This is an optimization exercise on Yosys and OpenROAD, whose aim is small area, not a production implementation. Only simulation tests tie the RTL to the original design; equivalence was not proved. Power is estimated from default activity; no workload was simulated.

`flow/design.v`:
```
module Keyboard_Driver
(
	input					clk_in,				 
	input					rst_n_in,			 
	input					key_clk,			 
	input					key_data,			 
	output	reg				key_state,			 
	output	reg		[4:0]   key_ctrl
);
reg		key_clk_r0,key_clk_r1; 
reg		key_data_r0,key_data_r1;
always @ (posedge clk_in or negedge rst_n_in) begin
	if(!rst_n_in) begin
		key_clk_r0 <= 1'b1;
		key_clk_r1 <= 1'b1;
		key_data_r0 <= 1'b1;
		key_data_r1 <= 1'b1;
	end else begin
		key_clk_r0 <= key_clk;
		key_clk_r1 <= key_clk_r0;
		key_data_r0 <= key_data;
		key_data_r1 <= key_data_r0;
	end
end
wire	key_clk_neg = key_clk_r1 & (~key_clk_r0); 
reg				[3:0]	cnt; 
reg				[7:0]	temp_data;
always @ (posedge clk_in or negedge rst_n_in) begin
	if(!rst_n_in) begin
		cnt <= 4'd0;
		temp_data <= 8'd0;
	end else if(key_clk_neg) begin 
		if(cnt >= 4'd10) cnt <= 4'd0;
		else cnt <= cnt + 1'b1;
		case (cnt)
			4'd0: ;	 
			4'd1: temp_data[0] <= key_data_r1;   
			4'd2: temp_data[1] <= key_data_r1;   
			4'd3: temp_data[2] <= key_data_r1;   
			4'd4: temp_data[3] <= key_data_r1;   
			4'd5: temp_data[4] <= key_data_r1;   
			4'd6: temp_data[5] <= key_data_r1;   
			4'd7: temp_data[6] <= key_data_r1;   
			4'd8: temp_data[7] <= key_data_r1;   
			4'd9: ;	 
			4'd10:;	 
			default: ;
		endcase
	end
end
reg						key_break;   
reg				[7:0]	key_byte;
always @ (posedge clk_in or negedge rst_n_in) begin 
	if(!rst_n_in) begin
		key_break <= 1'b0;
		key_state <= 1'b0;
		key_byte <= 1'b0;
	end else if(cnt==4'd10 && key_clk_neg) begin 
		if(temp_data == 8'hf0) key_break <= 1'b1;	 
		else if(!key_break) begin 	 
			key_state <= 1'b1;
			key_byte <= temp_data; 
		end else begin				 
			key_state <= 1'b0;
			key_break <= 1'b0;
			key_byte<='b0;
		end
	end
end
always @ (posedge clk_in or negedge rst_n_in) begin
	if(!rst_n_in) key_ctrl <= 5'b00000;
	else case (key_byte)     
		8'h1d: key_ctrl <= 5'b00001; 
		8'h1c: key_ctrl <= 5'b00100; 
		8'h1b: key_ctrl <= 5'b00010; 
		8'h23: key_ctrl <= 5'b01000; 
		8'h3b: key_ctrl <= 5'b10000; 
		default: ;
	endcase
end
endmodule
`timescale 1ns / 1ns
module Game_Control (
    input wire clk,
    input wire rst,
    input wire flag_player,
    input wire [4:0]ctrl,
    output reg [9:0]  ball_x_pos,
    output reg [9:0]  ball_y_pos,
    output reg [99:0] Player_Red,
    output reg [99:0] Player_Green,
    output reg [99:0] former_ball
);
localparam cnt_max=8191;                 
reg        clk_ctrl;
reg [28:0] clk_cnt;	
wire       tick = (clk_cnt == cnt_max) && !clk_ctrl;   
wire [9:0] x_pos;
wire [9:0] y_pos;
assign    x_pos=(ball_x_pos-240)/40;
assign    y_pos=(ball_y_pos-90)/40;
always @ (posedge clk,posedge rst)  begin
  if (rst)  clk_cnt <= 'd0;
  else clk_cnt <= clk_cnt==cnt_max ? 'd0 : clk_cnt+1;
end
always @(posedge clk, posedge rst) begin
  if (rst)  clk_ctrl <= 'd0;
  else clk_ctrl <= clk_cnt==cnt_max ? ~clk_ctrl : clk_ctrl;
end
always@(posedge clk,posedge rst)
begin
  if (rst) begin
    ball_x_pos <= 10'd240 ;
    ball_y_pos <= 10'd90 ;
  end
  else if (tick) begin
    case(ctrl[3:0])
        4'b0100:begin 
            if (ball_x_pos== 10'd240) 
                  ball_x_pos<=10'd600;
            else 
                  ball_x_pos<=ball_x_pos-10'd40;
        end
        4'b1000:begin 
            if (ball_x_pos==10'd600)
                  ball_x_pos<=10'd240;
            else 
                  ball_x_pos<= ball_x_pos+10'd40;
        end 
        4'b0001: begin 
            if (ball_y_pos== 10'd90)
                  ball_y_pos<=10'd450;
            else 
                  ball_y_pos<=ball_y_pos-10'd40;                                                
        end
        4'b0010: begin
            if(ball_y_pos== 10'd450)
                  ball_y_pos<=10'd90;
            else         
                  ball_y_pos<=ball_y_pos+10'd40; 
        end       
        default: begin
                  ball_x_pos<=ball_x_pos;
                  ball_y_pos<=ball_y_pos;
        end
    endcase
  end
end
always @(posedge clk, posedge rst) begin
  if (rst) former_ball <= 'd0;
  else if (tick && ctrl[4]) former_ball[y_pos*10+x_pos] <= 1'b1;
end
always @(posedge clk, posedge rst) begin
  if (rst) Player_Red <= 'd0;
  else if (tick && ctrl[4] && ~former_ball[y_pos*10+x_pos]) Player_Red[y_pos*10+x_pos] <= flag_player;
  else Player_Red<=Player_Red;
end
always @(posedge clk, posedge rst) begin
  if (rst) Player_Green <= 'd0;
  else if (tick && ctrl[4] && ~former_ball[y_pos*10+x_pos]) Player_Green[y_pos*10+x_pos] <= ~flag_player;
  else Player_Green<=Player_Green;
end
endmodule
`timescale 1ns / 1ns
module Vga_Display (
    input wire clk,
    input wire rst,
    input wire flag_player,
    input wire [9:0]  ball_x_pos,
    input wire [9:0]  ball_y_pos,
    input wire [99:0] Player_Red,
    input wire [99:0] Player_Green,
    input wire [99:0] former_ball,
    output wire [11:0]disp_rgb,
    output wire hsync,
    output wire vsync
);
reg[11:0]    hcount;    	 
reg[11:0]    vcount;		 
reg[11:0]    data;
reg[11:0]    data_h;  			 
reg[11:0]    data_v;
reg[11:0]    data_player;
reg[11:0]    data_gameover;
reg         flag_over;				 
wire        hcount_ov;
wire        vcount_ov;
wire        dat_act;
reg         clk_vga;
reg         clk_cnt;
wire        pix = clk_cnt & ~clk_vga;   
function sel100(input [99:0] v, input [31:0] i);
  reg [127:0] p;
  begin
    p = {28'd0, v};
    sel100 = (i < 32'd100) ? p[i[6:0]] : 1'b0;
  end
endfunction
wire [9:0] x_pos;					
wire [9:0] y_pos;
wire [99:0] block;
assign x_pos=(hcount-220)/40;
assign y_pos=(vcount-70)/40;
assign block[0] = ((hcount - 240)*(hcount - 240)+(vcount - 90)*(vcount - 90))<=400;
assign block[1] = ((hcount - 280)*(hcount - 280)+(vcount - 90)*(vcount - 90))<=400;
assign block[2] = ((hcount - 320)*(hcount - 320)+(vcount - 90)*(vcount - 90))<=400;
assign block[3] = ((hcount - 360)*(hcount - 360)+(vcount - 90)*(vcount - 90))<=400;
assign block[4] = ((hcount - 400)*(hcount - 400)+(vcount - 90)*(vcount - 90))<=400;
assign block[5] = ((hcount - 440)*(hcount - 440)+(vcount - 90)*(vcount - 90))<=400;
assign block[6] = ((hcount - 480)*(hcount - 480)+(vcount - 90)*(vcount - 90))<=400;
assign block[7] = ((hcount - 520)*(hcount - 520)+(vcount - 90)*(vcount - 90))<=400;
assign block[8] = ((hcount - 560)*(hcount - 560)+(vcount - 90)*(vcount - 90))<=400;
assign block[9] = ((hcount - 600)*(hcount - 600)+(vcount - 90)*(vcount - 90))<=400;
assign block[10] = (hcount - 240)*(hcount - 240)+(vcount - 130)*(vcount - 130)<=400;
assign block[11] = (hcount - 280)*(hcount - 280)+(vcount - 130)*(vcount - 130)<=400;
assign block[12] = (hcount - 320)*(hcount - 320)+(vcount - 130)*(vcount - 130)<=400;
assign block[13] = (hcount - 360)*(hcount - 360)+(vcount - 130)*(vcount - 130)<=400;
assign block[14] = (hcount - 400)*(hcount - 400)+(vcount - 130)*(vcount - 130)<=400;
assign block[15] = (hcount - 440)*(hcount - 440)+(vcount - 130)*(vcount - 130)<=400;
assign block[16] = (hcount - 480)*(hcount - 480)+(vcount - 130)*(vcount - 130)<=400;
assign block[17] = (hcount - 520)*(hcount - 520)+(vcount - 130)*(vcount - 130)<=400;
assign block[18] = (hcount - 560)*(hcount - 560)+(vcount - 130)*(vcount - 130)<=400;
assign block[19] = (hcount - 600)*(hcount - 600)+(vcount - 130)*(vcount - 130)<=400;
assign block[20] = (hcount - 240)*(hcount - 240)+(vcount -170)*(vcount - 170)<=400;
assign block[21] = (hcount - 280)*(hcount - 280)+(vcount -170)*(vcount - 170)<=400;
assign block[22] = (hcount - 320)*(hcount - 320)+(vcount -170)*(vcount - 170)<=400;
assign block[23] = (hcount - 360)*(hcount - 360)+(vcount -170)*(vcount - 170)<=400;
assign block[24] = (hcount - 400)*(hcount - 400)+(vcount -170)*(vcount - 170)<=400;
assign block[25] = (hcount - 440)*(hcount - 440)+(vcount -170)*(vcount - 170)<=400;
assign block[26] = (hcount - 480)*(hcount - 480)+(vcount -170)*(vcount - 170)<=400;
assign block[27] = (hcount - 520)*(hcount - 520)+(vcount -170)*(vcount - 170)<=400;
assign block[28] = (hcount - 560)*(hcount - 560)+(vcount -170)*(vcount - 170)<=400;
assign block[29] = (hcount - 600)*(hcount - 600)+(vcount -170)*(vcount - 170)<=400;
assign block[30] = (hcount - 240)*(hcount - 240)+(vcount - 210)*(vcount - 210)<=400;
assign block[31] = (hcount - 280)*(hcount - 280)+(vcount - 210)*(vcount - 210)<=400;
assign block[32] = (hcount - 320)*(hcount - 320)+(vcount - 210)*(vcount - 210)<=400;
assign block[33] = (hcount - 360)*(hcount - 360)+(vcount - 210)*(vcount - 210)<=400;
assign block[34] = (hcount - 400)*(hcount - 400)+(vcount - 210)*(vcount - 210)<=400;
assign block[35] = (hcount - 440)*(hcount - 440)+(vcount - 210)*(vcount - 210)<=400;
assign block[36] = (hcount - 480)*(hcount - 480)+(vcount - 210)*(vcount - 210)<=400;
assign block[37] = (hcount - 520)*(hcount - 520)+(vcount - 210)*(vcount - 210)<=400;
assign block[38] = (hcount - 560)*(hcount - 560)+(vcount - 210)*(vcount - 210)<=400;
assign block[39] = (hcount - 600)*(hcount - 600)+(vcount - 210)*(vcount - 210)<=400;
assign block[40] = (hcount - 240)*(hcount - 240)+(vcount - 250)*(vcount - 250)<=400;
assign block[41] = (hcount - 280)*(hcount - 280)+(vcount - 250)*(vcount - 250)<=400;
assign block[42] = (hcount - 320)*(hcount - 320)+(vcount - 250)*(vcount - 250)<=400;
assign block[43] = (hcount - 360)*(hcount - 360)+(vcount - 250)*(vcount - 250)<=400;
assign block[44] = (hcount - 400)*(hcount - 400)+(vcount - 250)*(vcount - 250)<=400;
assign block[45] = (hcount - 440)*(hcount - 440)+(vcount - 250)*(vcount - 250)<=400;
assign block[46] = (hcount - 480)*(hcount - 480)+(vcount - 250)*(vcount - 250)<=400;
assign block[47] = (hcount - 520)*(hcount - 520)+(vcount - 250)*(vcount - 250)<=400;
assign block[48] = (hcount - 560)*(hcount - 560)+(vcount - 250)*(vcount - 250)<=400;
assign block[49] = (hcount - 600)*(hcount - 600)+(vcount - 250)*(vcount - 250)<=400;
assign block[50] = (hcount - 240)*(hcount - 240)+(vcount - 290)*(vcount - 290)<=400;
assign block[51] = (hcount - 280)*(hcount - 280)+(vcount - 290)*(vcount - 290)<=400;
assign block[52] = (hcount - 320)*(hcount - 320)+(vcount - 290)*(vcount - 290)<=400;
assign block[53] = (hcount - 360)*(hcount - 360)+(vcount - 290)*(vcount - 290)<=400;
assign block[54] = (hcount - 400)*(hcount - 400)+(vcount - 290)*(vcount - 290)<=400;
assign block[55] = (hcount - 440)*(hcount - 440)+(vcount - 290)*(vcount - 290)<=400;
assign block[56] = (hcount - 480)*(hcount - 480)+(vcount - 290)*(vcount - 290)<=400;
assign block[57] = (hcount - 520)*(hcount - 520)+(vcount - 290)*(vcount - 290)<=400;
assign block[58] = (hcount - 560)*(hcount - 560)+(vcount - 290)*(vcount - 290)<=400;
assign block[59] = (hcount - 600)*(hcount - 600)+(vcount - 290)*(vcount - 290)<=400;
assign block[60] = (hcount - 240)*(hcount - 240)+(vcount -330)*(vcount - 330)<=400;
assign block[61] = (hcount - 280)*(hcount - 280)+(vcount -330)*(vcount - 330)<=400;
assign block[62] = (hcount - 320)*(hcount - 320)+(vcount -330)*(vcount - 330)<=400;
assign block[63] = (hcount - 360)*(hcount - 360)+(vcount -330)*(vcount - 330)<=400;
assign block[64] = (hcount - 400)*(hcount - 400)+(vcount -330)*(vcount - 330)<=400;
assign block[65] = (hcount - 440)*(hcount - 440)+(vcount -330)*(vcount - 330)<=400;
assign block[66] = (hcount - 480)*(hcount - 480)+(vcount -330)*(vcount - 330)<=400;
assign block[67] = (hcount - 520)*(hcount - 520)+(vcount -330)*(vcount - 330)<=400;
assign block[68] = (hcount - 560)*(hcount - 560)+(vcount -330)*(vcount - 330)<=400;
assign block[69] = (hcount - 600)*(hcount - 600)+(vcount -330)*(vcount - 330)<=400;
assign block[70] = (hcount - 240)*(hcount - 240)+(vcount - 370)*(vcount - 370)<=400;
assign block[71] = (hcount - 280)*(hcount - 280)+(vcount - 370)*(vcount - 370)<=400;
assign block[72] = (hcount - 320)*(hcount - 320)+(vcount - 370)*(vcount - 370)<=400;
assign block[73] = (hcount - 360)*(hcount - 360)+(vcount - 370)*(vcount - 370)<=400;
assign block[74] = (hcount - 400)*(hcount - 400)+(vcount - 370)*(vcount - 370)<=400;
assign block[75] = (hcount - 440)*(hcount - 440)+(vcount - 370)*(vcount - 370)<=400;
assign block[76] = (hcount - 480)*(hcount - 480)+(vcount - 370)*(vcount - 370)<=400;
assign block[77] = (hcount - 520)*(hcount - 520)+(vcount - 370)*(vcount - 370)<=400;
assign block[78] = (hcount - 560)*(hcount - 560)+(vcount - 370)*(vcount - 370)<=400;
assign block[79] = (hcount - 600)*(hcount - 600)+(vcount - 370)*(vcount - 370)<=400;
assign block[80] = (hcount - 240)*(hcount - 240)+(vcount - 410)*(vcount -410)<=400;
assign block[81] = (hcount - 280)*(hcount - 280)+(vcount - 410)*(vcount -410)<=400;
assign block[82] = (hcount - 320)*(hcount - 320)+(vcount - 410)*(vcount -410)<=400;
assign block[83] = (hcount - 360)*(hcount - 360)+(vcount - 410)*(vcount -410)<=400;
assign block[84] = (hcount - 400)*(hcount - 400)+(vcount - 410)*(vcount -410)<=400;
assign block[85] = (hcount - 440)*(hcount - 440)+(vcount - 410)*(vcount -410)<=400;
assign block[86] = (hcount - 480)*(hcount - 480)+(vcount - 410)*(vcount -410)<=400;
assign block[87] = (hcount - 520)*(hcount - 520)+(vcount - 410)*(vcount -410)<=400;
assign block[88] = (hcount - 560)*(hcount - 560)+(vcount - 410)*(vcount -410)<=400;
assign block[89] = (hcount - 600)*(hcount - 600)+(vcount - 410)*(vcount -410)<=400;
assign block[90] = (hcount - 240)*(hcount - 240)+(vcount - 450)*(vcount - 450)<=400;
assign block[91] = (hcount - 280)*(hcount - 280)+(vcount - 450)*(vcount -450)<=400;
assign block[92] = (hcount - 320)*(hcount - 320)+(vcount -450)*(vcount - 450)<=400;
assign block[93] = (hcount - 360)*(hcount - 360)+(vcount - 450)*(vcount - 450)<=400;
assign block[94] = (hcount - 400)*(hcount - 400)+(vcount - 450)*(vcount - 450)<=400;
assign block[95] = (hcount - 440)*(hcount - 440)+(vcount -450)*(vcount - 450)<=400;
assign block[96] = (hcount - 480)*(hcount - 480)+(vcount - 450)*(vcount - 450)<=400;
assign block[97] = (hcount - 520)*(hcount - 520)+(vcount -450)*(vcount - 450)<=400;
assign block[98] = (hcount - 560)*(hcount - 560)+(vcount -450)*(vcount -450)<=400;
assign block[99] = (hcount - 600)*(hcount - 600)+(vcount - 450)*(vcount - 450)<=400;
parameter hsync_end = 10'd95;
parameter hdat_begin = 10'd143;
parameter hdat_end   = 10'd783;
parameter hpixel_end = 10'd799;
parameter vsync_end  = 10'd1;
parameter vdat_begin = 10'd34;
parameter vdat_end   = 10'd514;
parameter vline_end  = 10'd524; 
parameter ball_r=20;
always @(posedge clk, posedge rst) begin
  if (rst) clk_cnt <= 1'b0;
  else clk_cnt <= ~clk_cnt;
end
always@(posedge clk, posedge rst) begin
  if (rst) clk_vga <= 1'b0;
  else clk_vga <= clk_cnt ? ~clk_vga : clk_vga;
end             
always@(posedge clk, posedge rst) begin
  if (rst) hcount <= 'd0;
  else if (!pix) hcount <= hcount;
  else if(hcount_ov) hcount <= 10'd0;
  else hcount <= hcount + 10'd1;
end
assign hcount_ov = (hcount == hpixel_end);
always@(posedge clk, posedge rst) begin
  if (rst) vcount <= 'd0;
  else if (!pix) vcount <= vcount;
  else if(hcount_ov) 
  begin
    if(vcount_ov)
        vcount <= 10'd0;
    else
        vcount <= vcount + 10'd1;
  end
end
assign vcount_ov = (vcount == vline_end);
assign dat_act = ((hcount >= hdat_begin) && (hcount < hdat_end)) && ((vcount > vdat_begin) && (vcount<vdat_end));
assign hsync   = (hcount > hsync_end);                    
assign vsync   = (vcount > vsync_end);
assign disp_rgb = (dat_act)? data : 3'h000;  
always@(posedge clk, posedge rst) begin
  if (rst) data <= 'd0;
  else if (!pix) data <= data;
  else if(flag_over==0) data <= data_v&data_h&data_player;     
  else data <= data_gameover; 
end	 
always@(posedge clk, posedge rst) begin
  if (rst)  data_player <= 'd0;
  else if (!pix) data_player <= data_player;
  else if ((hcount - ball_x_pos)*(hcount - ball_x_pos)+(vcount- ball_y_pos)*(vcount - ball_y_pos)<=(ball_r * ball_r)) 
        data_player<= 12'h000; 
  else if (sel100(block, y_pos*10+x_pos)&&sel100(former_ball, y_pos*10+x_pos)&&sel100(Player_Red, y_pos*10+x_pos)) 
        data_player <= 12'hf00; 
  else if (sel100(block, y_pos*10+x_pos)&&sel100(former_ball, y_pos*10+x_pos)) 
        data_player <= 12'h0f0;       
  else data_player <= 12'hfff;             
end
always@(posedge clk, posedge rst) begin
  if (rst) data_v <= 'd0;
  else if (!pix) data_v <= data_v;
  else if(hcount<=200||hcount>=640)
	    data_v <= 12'h000; 
  else if(hcount ==240||hcount ==280||hcount ==320||hcount ==360||hcount ==400||hcount ==440||hcount ==480||hcount ==520||hcount==560||hcount==600)
      data_v <= 12'h000; 
  else 
      data_v <= 12'hfff; 
end
always@(posedge clk, posedge rst) begin
  if (rst) data_h <= 'd0;
  else if (!pix) data_h <= data_h;
  else if(vcount<=50||vcount>=490)
	    data_h <= 12'h000; 
  else if(vcount ==90||vcount ==130||vcount ==170||vcount==210 ||vcount==250||vcount ==290||vcount ==330||vcount==370 ||vcount==410||vcount==450)
      data_h <= 12'h000;
  else
      data_h <= 12'hfff;
end  
wire U_win_a;
wire U_win_b;
wire U_win_c;
wire U_win_d;
wire V_win_a;
wire V_win_b;
wire V_win_c;
wire V_win_d;
wire U_win;
wire V_win;
assign U_win_a = (x_pos<=5) && (sel100(Player_Red, y_pos*10+x_pos)&&sel100(Player_Red, y_pos*10+x_pos+1)&&sel100(Player_Red, y_pos*10+x_pos+2)&&sel100(Player_Red, y_pos*10+x_pos+3)&&sel100(Player_Red, y_pos*10+x_pos+4));
assign U_win_b = (y_pos<=5) && (sel100(Player_Red, y_pos*10+x_pos)&&sel100(Player_Red, (y_pos+1)*10+x_pos)&&sel100(Player_Red, (y_pos+2)*10+x_pos)&&sel100(Player_Red, (y_pos+3)*10+x_pos)&&sel100(Player_Red, (y_pos+4)*10+x_pos));
assign U_win_c = (x_pos<=5 && y_pos<=5) && (sel100(Player_Red, y_pos*10+x_pos)&&sel100(Player_Red, (y_pos+1)*10+x_pos+1)&&sel100(Player_Red, (y_pos+2)*10+x_pos+2)&&sel100(Player_Red, (y_pos+3)*10+x_pos+3)&&sel100(Player_Red, (y_pos+4)*10+x_pos+4));
assign U_win_d = (x_pos>=4 && x_pos<=9 && y_pos<=5) && (sel100(Player_Red, y_pos*10+x_pos)&&sel100(Player_Red, (y_pos+1)*10+x_pos-1)&&sel100(Player_Red, (y_pos+2)*10+x_pos-2)&&sel100(Player_Red, (y_pos+3)*10+x_pos-3)&&sel100(Player_Red, (y_pos+4)*10+x_pos-4));
assign U_win = U_win_a || U_win_b || U_win_c || U_win_d;
assign V_win_a = (x_pos<=5) && (sel100(Player_Green, y_pos*10+x_pos)&&sel100(Player_Green, y_pos*10+x_pos+1)&&sel100(Player_Green, y_pos*10+x_pos+2)&&sel100(Player_Green, y_pos*10+x_pos+3)&&sel100(Player_Green, y_pos*10+x_pos+4));
assign V_win_b = (y_pos<=5) && (sel100(Player_Green, y_pos*10+x_pos)&&sel100(Player_Green, (y_pos+1)*10+x_pos)&&sel100(Player_Green, (y_pos+2)*10+x_pos)&&sel100(Player_Green, (y_pos+3)*10+x_pos)&&sel100(Player_Green, (y_pos+4)*10+x_pos));
assign V_win_c = (x_pos<=5 && y_pos<=5) && (sel100(Player_Green, y_pos*10+x_pos)&&sel100(Player_Green, (y_pos+1)*10+x_pos+1)&&sel100(Player_Green, (y_pos+2)*10+x_pos+2)&&sel100(Player_Green, (y_pos+3)*10+x_pos+3)&&sel100(Player_Green, (y_pos+4)*10+x_pos+4));
assign V_win_d = (x_pos>=4 && x_pos<=9 && y_pos<=5) && (sel100(Player_Green, y_pos*10+x_pos)&&sel100(Player_Green, (y_pos+1)*10+x_pos-1)&&sel100(Player_Green, (y_pos+2)*10+x_pos-2)&&sel100(Player_Green, (y_pos+3)*10+x_pos-3)&&sel100(Player_Green, (y_pos+4)*10+x_pos-4));
assign V_win = V_win_a || V_win_b || V_win_c || V_win_d;
always@(posedge clk, posedge rst) begin
  if (rst) flag_over <= 0;
  else if (!pix) flag_over <= flag_over;
  else flag_over <= flag_over || (U_win || V_win); 
end
always@(posedge clk, posedge rst) begin
  if (rst) data_gameover <= 'd0;
  else if (!pix) data_gameover <= data_gameover;
  else begin
    if(((hcount>=240&&hcount<=260)||(hcount>=300&&hcount<=320)||(hcount>=360&&hcount<=380)||(hcount>=420&&hcount<=440)||(hcount>=480&&hcount<=500)||(hcount>=560&&hcount<=580))&&(vcount >=200&&vcount <=360))
	    data_gameover <= flag_player ? 12'hf00 : 12'h0f0; 
    else if(hcount>=260&&hcount<=380&&vcount>=340&&vcount <=360)
      data_gameover <= flag_player ? 12'hf00 : 12'h0f0;
    else if(hcount>=500&&hcount<=560&&vcount>=200&&vcount <=220)
      data_gameover <= flag_player ? 12'hf00 : 12'h0f0;
    else
     data_gameover <= 12'h000;
  end
end
endmodule
`timescale 1ns / 1ns
module Top_Module (
    input wire clk,
    input wire rst,
    input wire key_clk,
    input wire key_data,
    input wire flag_player,
    output wire [11:0]disp_rgb,
    output wire hsync,
    output wire vsync
);
    wire [99:0] Player_Red;
    wire [99:0] Player_Green;
    wire [99:0] former_ball;
    wire [9:0]  ball_x_pos;
    wire [9:0]  ball_y_pos;
    wire [4:0] ctrl;
Game_Control game_control(
    .clk                        (clk)          ,
    .rst                        (rst)          ,
    .flag_player                (flag_player)  ,
    .ctrl                       (ctrl),
    .ball_x_pos                 (ball_x_pos)   ,
    .ball_y_pos                 (ball_y_pos)   ,
    .Player_Red                 (Player_Red)   ,
    .Player_Green               (Player_Green) ,
    .former_ball                (former_ball)
);
Vga_Display vga_display(
    .clk                        (clk)          ,
    .rst                        (rst)          ,
    .flag_player                (flag_player)  ,
    .ball_x_pos                 (ball_x_pos)   ,
    .ball_y_pos                 (ball_y_pos)   ,
    .Player_Red                 (Player_Red)   ,
    .Player_Green               (Player_Green) ,
    .former_ball                (former_ball)  ,
    .disp_rgb                   (disp_rgb)     ,
    .hsync                      (hsync)        ,
    .vsync                      (vsync)
);
Keyboard_Driver keyboard_Driver(
    .clk_in(clk),				 
    .rst_n_in(~rst),			 
    .key_clk(key_clk),			 
    .key_data(key_data),			 
    .key_state(),			 
    .key_ctrl(ctrl)
);
endmodule
```
`flow/run.sh`:
```
#!/bin/bash
# synth_recipe.tcl (not shown) runs the flow's synth.tcl, then flattens the netlist and writes it again
# the make line also repeats each setting of config.mk as NAME=value (left out here)
make -C /OpenROAD-flow-scripts/flow DESIGN_CONFIG=/design/flow/config.mk WORK_HOME=/design/flow/orfs CLKGATE_MAP_FILE= SYNTH_SCRIPT=/design/flow/synth_recipe.tcl finish
```
`flow/config.mk`:
```
export PLATFORM = sky130hd
export DESIGN_NAME = Top_Module
export DESIGN_NICKNAME = Top_Module
export VERILOG_FILES = /design/flow/design.v
export SDC_FILE = /design/flow/constraint.sdc
export NUM_CORES = 8
export LEC_CHECK = 0
export ABC_AREA = 1
export CAP_MARGIN = 20
export CORE_MARGIN = 2
export CORE_UTILIZATION = 40
export SLEW_MARGIN = 20
```
`flow/constraint.sdc`:
```
create_clock -name core_clock -period 25.0 [get_ports {clk}]
set_input_delay 5.0000 -clock core_clock [delete_from_list [all_inputs] [get_ports {clk}]]
set_output_delay 5.0000 -clock core_clock [all_outputs]
set_load 0.01 [all_outputs]
```
==> flow_summary.yaml <==
clock_tree:
  insertion_delay_ps: 730
  post_cts_buffers: 0
  clock_path_buffers: 3
  cts_num_sinks: 412
  clk_pin_slew_worst_paths_ps: 70
  cts_tree: "done"
  clock-root-buffer: "clkbuf_16"
  ctsHoldBuffers: 0
  cts_buffers: 52
  cts_resized: 0
  htree_levels: 2
synth:
  synth_top_flop_cell: "dfrtp_1"
  synth_edf_count: 0
  synth_common_cells: "inv_1, nand2_1, fa_1"
  yosysSeqAreaShare: 0.02813
  post_synth.cell_area_avg_sq_um: 7.593
  synthMostInstantiatedCell: "inv_1"
  yosysTopAreaCell: "fa_1"
  synthArstFlopShare: 1.000
  synth_area_leaders: "fa_1, ha_1, inv_1"
  synth_area_sq_um: 367100
  yosys_warnings: 3
  syn_inst: 48340
  synth_seq_cells: 412
  synth_top_area_share: 0.3130
  netlist-cell-type-count: 86
route:
  dr.pass1.iters: 10
  postRouteAntennaNets: 0
  wl_per_cell_um: 23.30
  totalWireLength_um: 1419000
  routed_via_density: 5.482
  vias: 334000
  drc: 0
  drt_iter0_drc: 38580
flow_run:
  cap_violations: 0
worst_setup_path:
  cp.arrival_ps: 16640
  crit_path_end_kind: "flop"
  slowest_delay_ps: 1230
  cp_slowest_cell: "fa_1"
  cp-start-kind: "flop"
  cp.required_ps: 25600
  critPathKind: "reg2reg"
  cp_common_cell: "nand2_1"
  cp_max_fo: 27
timing:
  setup_viol: 0
  fin_ws_ps: 8962
  min_period_ps: 16040
  slew_violations: 0
  max_freq_mhz: 62.35
  rsz0062_at_grt: "no"
  slew_headroom: 0.1134
  fin_skew_ps: 76.05
  hold_viol_final: 0
  tightest_slew_ps: 1330
  post-route-period-util: 0.6415
  fin_setup_tns_ps: 0
  hold_slack_ps: 373.3
placed_design:
  hpwl_um: 1182000
  port_buffers: 18
  place_area_sq_um: 390200
  post-place-ws_ps: 9207
  gp_congestion: 1.074
power_and_ir_drop:
  powerDensity_nw_per_um2: 8.121
  finalPower_mw: 3.186
  leakagePower_nw: 207.2
  vdd_ir_drop_max_mv: 0.2281
floorplanning:
  pin_count: 19
  row_count: 351
  die_height_um: 962.0
  coreArea_sq_um: 913900
  die_w_um: 962.0
  initial_utilization: 0.4016
  die-area_sq_um: 925300
layout:
  syn2layout_area_growth_pct: 6.881
  nFillCells: 93500
  nNetsFinal: 59540
  stdcell_area_sq_um: 392300
  layout-drive-gt1-share: 0.04186
global_route:
  grt_max_degree: 116
  grt_pass1_wl_um: 2075000
  overflow: 0
  grt_usage: 0.3007
  first_global_vias: 319900
  antenna_found_initial: 142
run_status:
  status: "finished clean"
hold_path:
  hp-class: "reg2reg"
logic make-up after synthesis:
group,count (synthesis),synth area share
compound gates,7604,0.1160
other cells,2,0.00002046
buf+inv,11410,0.1172
mux,14,0.0004227
fa+ha+maj,10940,0.4901
flops,412,0.02813
simple gates,14670,0.1696
xor+xnor,3286,0.07847
state kept, by name (all words and copies together), names as in the netlist, 2 cells and up:
register,flops
game_control.former_ball,100
game_control.Player_Green,100
vga_display.data_player,3
keyboard_Driver.cnt,4
game_control.Player_Red,100
vga_display.vcount,12
keyboard_Driver.temp_data,8
game_control.clk_cnt,29
vga_display.data_gameover,2
keyboard_Driver.key_ctrl,5
vga_display.data,3
game_control.ball_y_pos,8
vga_display.hcount,12
keyboard_Driver.key_byte,8
game_control.ball_x_pos,7
cell usage in the layout, fill, tap and decap left out, types with 30 or more instances in the layout:
master,n
inv_1,10560
nand2_1,6857
fa_1,5731
ha_1,5188
a21oi_1,4004
nor2_1,3684
nand3_1,2419
o21ai_0,1833
xor2_1,1694
xnor2_1,1150
buf_4,900
nand4_1,689
dfrtp_1,383
o21bai_1,315
or2_2,314
nor3_1,309
xor2_2,298
o211ai_1,276
a211oi_1,196
a31oi_1,184
xnor2_2,131
nor4_1,128
a21o_1,111
o21a_1,109
o31ai_1,107
diode_2,103
a21boi_0,76
a221oi_1,61
inv_2,55
a2111oi_0,53
o2111ai_1,53
clkbuf_16,52
nor2_2,46
o22ai_1,43
nor3b_1,41
conb_1,39
nand3b_1,37
clkinv_1,33
nand2_2,31
o221ai_1,30
final timing paths:
kind	startpoint	end	slack (ps)	depth (start not counted)
max in group asynchronous	rst	vga_display.vcount[1]	17140	5
max reg2reg	vga_display.hcount[4]	vga_display.data_player[10]	8960	58
max	vga_display.hcount[4]	vga_display.data_player[10]	8960	58
min reg2reg	keyboard_Driver.key_clk_r0	keyboard_Driver.key_clk_r1	370	0
min	keyboard_Driver.key_clk_r0	keyboard_Driver.key_clk_r1	370	0
min in group asynchronous	rst	game_control.former_ball[81]	4830	2
per-stage QoR:
step	util	instances
detailed placement	0.4270	60720
finish	0.4293	60920
global route	0.4290	60830
global placement	0.4269	60720
floorplan	-	48380
CTS	0.4289	60820
layout make-up:
class,instances,area (sq um),share of cell area
Multi-Input combinational cell,36550,317600,0.8096
Inverter,10660,40050,0.1021
Tap cell,12180,15240,0.03884
Sequential cell,412,10350,0.02638
Timing Repair Buffer,923,7032,0.01792
Clock buffer,68,1441,0.003674
Clock inverter,28,336.6,0.0008579
Antenna cell,103,257.7,0.0006570
per-layer routing:
metal / vias up / GRT usage / routed length, um
met5: - / 0 / 467
met4: 74 / 0.1629 / 96780
met3: 3317 / 0.07449 / 170100
met2: 16200 / 0.4434 / 584800
met1: 160200 / 0.4053 / 567200
li1: 154200 / - / -
critical path: cells and delay by family, from the launching register on:
| family | cells | cell delay, ps |
|---|---|---|
| buffers and inverters | 12 | 2650 |
| AND/OR/NAND/NOR | 21 | 3330 |
| adder cells (fa/ha/maj) | 11 | 6090 |
| flip-flops | 1 | 570 |
| XOR/XNOR | 3 | 450 |
| AO/OA/AOI/OAI | 11 | 2740 |
report_power, final:
part,leakage [nW],total (mW),switching (mW),internal (mW)
registers,4.77,0.691,0.0110,0.680
logic,202,1.69,1.00,0.687
clock network,0.869,0.808,0.354,0.454

[afterwards: timing with drivers on the ports]
The flow's constraints put no driver on any port. The routed layout listed below was extracted and timed again, unchanged, in two steps.
Step 1 sets driving cells, clkbuf_16 on the clock port and buf_2 on the other inputs (assumed; they add their load-dependent delay and slew).
Step 2 also shifts input and output timing later by t, the mid clock arrival at the registers, as if the neighbouring blocks saw the same clock.
Three values: ideal ports, drivers, drivers and shift; two values: the first two.
shift t [ns]: 0.835
setup WS [ns]: 8.962 / 8.962 / 8.962
worst setup path after step 2: register to register
cell pins on the clock port's net: 1
After both steps this run still meets setup and hold. The setup slack of this run moves by 0.000 ns with the drivers and by 0.000 ns with both steps.
